This is an optimization exercise on Yosys and OpenROAD, whose aim is a short achievable clock period and few clock cycles, not a production implementation. RTL that was checked went through simulation tests only; none was proved equivalent to the original. Power and IR drop assume default switching activity.

## before
==> flow/design.v (excerpt) <==
module MIPSProcessor (
    input    wire               clk, rst,
    output   wire    [31:0]     imem_addr,
    input    wire    [31:0]     imem_rdata,
    output   wire    [31:0]     dmem_addr,
    output   wire    [31:0]     dmem_wdata,
    output   wire               dmem_we,
    input    wire    [31:0]     dmem_rdata
);
Settings: LEC_CHECK=0, ABC_CLOCK_PERIOD_IN_PS=3000, CAP_MARGIN=20, CELL_PAD_IN_SITES_DETAIL_PLACEMENT=0, CELL_PAD_IN_SITES_GLOBAL_PLACEMENT=0, CORE_MARGIN=2, CORE_UTILIZATION=50, CTS_BUF_LIST=sky130_fd_sc_hd__clkbuf_16, CTS_CLUSTER_DIAMETER=100, CTS_CLUSTER_SIZE=25, SETUP_SLACK_MARGIN=5, SLEW_MARGIN=20; clock period 12.0 ns.
standard.sh (not shown) runs the stock make flow with config.mk's settings and CLKGATE_MAP_FILE= SYNTH_SCRIPT=/design/flow/synth_recipe.tcl, a recipe that flattens the netlist after the stock synthesis.
==> flow/flow/run.sh <==
#!/bin/bash
# The standard layout, with timing repair aiming past the 12 ns clock:
# repair_timing treats any path with less than SETUP_SLACK_MARGIN of slack
# as failing, so it keeps sizing and buffering the longest paths.
set -euo pipefail
bash standard.sh SETUP_SLACK_MARGIN=8.3 finish > standard_flow.log 2>&1
Here is what was changed in the inputs of after compared with before.
--- a/flow/design.v
+++ b/flow/design.v
@@ -1006,34 +1006,32 @@
 wire       wenD  = vD & (isR | isAdi | isLw) & (dstD != 5'd0);
 wire       useRs = vD & (isR | isAdi | isLw | isSw | isBeq) & (rsD != 5'd0);
 wire       useRt = vD & (isR | isSw | isBeq) & (rtD != 5'd0);
 wire       useImm = isAdi | isLw | isSw;
 wire       mulD  = isR & (fnD == 6'b011100);
 wire [1:0] aluD  = (isR & (fnD == 6'b100010)) ? 2'd1 :
                    (isR & (fnD == 6'b101010)) ? 2'd2 : 2'd0;
 wire [31:0] tgtD = pc4D + {immD[29:0], 2'b00};
 wire memE = ldE | swE;
-wire rsRF = ~(useRs & ((wenE & (rsD == dstE)) | (wenM & (rsD == dstM))));
-wire eldD = isLw & rsRF & ~memE;
+wire eldD = isLw & (rsD == 5'd0) & ~memE;
 wire esD  = vD & isSw & (rsD == 5'd0) & ~memE &
             ~(useRt & ((wenE & (rtD == dstE)) | (wenM & (rtD == dstM))));
 wire esGo = esD & ~redirE;
 wire hazE   = wenE & (ldE | mulE);
 wire rsHit  = useRs & (rsD == dstE);
 wire rtHit  = useRt & (rtD == dstE);
 assign stallD = hazE & (rsHit | (rtHit & ~isSw));
 wire aME = useRs & wenE & (rsD == dstE);
 wire aWE = useRs & wenM & (rsD == dstM) & ~aME;
 wire bME = useRt & wenE & (rtD == dstE);
 wire bWE = useRt & wenM & (rtD == dstM) & ~bME;
 wire [31:0] rfA = (wenW & (dstW == rsD)) ? resW : (rf[rsD] & {32{rfv[rsD]}});
 wire [31:0] rfB = (wenW & (dstW == rtD)) ? resW : (rf[rtD] & {32{rfv[rtD]}});
-wire [31:0] eaD = rfA + immD;
 wire [31:0] opA = aWE ? resMnext : rfA;
 wire [31:0] opB = bWE ? resMnext : rfB;
 wire [31:0] A  = fAME ? resM : opAE;
 wire [31:0] B  = fBME ? resM : opBE;
 wire [31:0] SD = fSME ? resM : sdE;
 wire [31:0] MA = mfAME ? resM : mAE;
 wire [31:0] MB = mfBME ? resM : mBE;
 wire [31:0] sumE  = A + B;
 wire [32:0] difE  = {1'b0, A} - {1'b0, B};
@@ -1118,19 +1116,19 @@
         ldM  <= ldE;
         mulM <= mulE;
         weM  <= swE | esGo;
     end
 end
 always @(posedge clk) begin
     dstM     <= dstE;
     resM     <= aluOut;
     sdM      <= esD ? rfB : fSXE ? resMnext : SD;
-    addrM    <= (vD & eldD) ? eaD : esD ? immD : sumE;
+    addrM    <= ((vD & eldD) | esD) ? immD : sumE;
     mulRowsM <= mulRowsE;
 end
 always @(posedge clk or negedge rst) begin
     if (!rst) begin
         wenW <= 1'b0;
     end else begin
         wenW <= wenM;
     end
 end
Notes after the runs:
Looking at hold slack across both flows, after is the stronger of the two, with before trailing. after vs before, number of search-and-repair iterations in the first detailed-routing pass went down by 2. Relative to before, share of total power in combinational logic decreased by 2.3 points in after. Worst slack after detailed placement up 1.36 ns in after wrt before. Delta (after minus before): critical path depth shrank by 12; detailed placement HPWL shrank by about 2%; part of the power in the clock network grew by 0.5 points.
Testbench counts of after, summed over its fixed seeds: cycles 37,178.
Only the layout flow was run in before; the RTL was not checked for function there.

## afterwards: timing with drivers on the ports
The flow's constraints put no driver on any port. The routed layouts listed below were extracted and timed again, unchanged, in two steps. Step 1 sets driving cells, clkbuf_16 on the clock port and buf_2 on the other inputs (assumed; they add their load-dependent delay and slew). Step 2 times the ports against the registers' clock, not the clock port: input delays grow and output delays shrink by t, the midpoint of the rising clock arrivals with the driver on. a / b / c = ideal ports / drivers / drivers and shift; a / b = the first two.
| run | shift t [ns] | slack for setup (ns) | hold WS [ns] | worst setup path at the end | pins driven straight from the clock port |
|---|---|---|---|---|---|
| before | 0.841 | 7.130 / 7.130 / 7.130 | 0.352 / 0.352 / 0.352 | register to register | 1 |
| after | 0.818 | 8.172 / 8.196 / 7.396 | 0.364 / 0.364 / 0.364 | input to register | 1 |
After both steps every run listed still meets setup and hold. For after, which loses most, drivers alone change the setup slack by +0.024 ns; drivers and shift together by -0.776 ns.
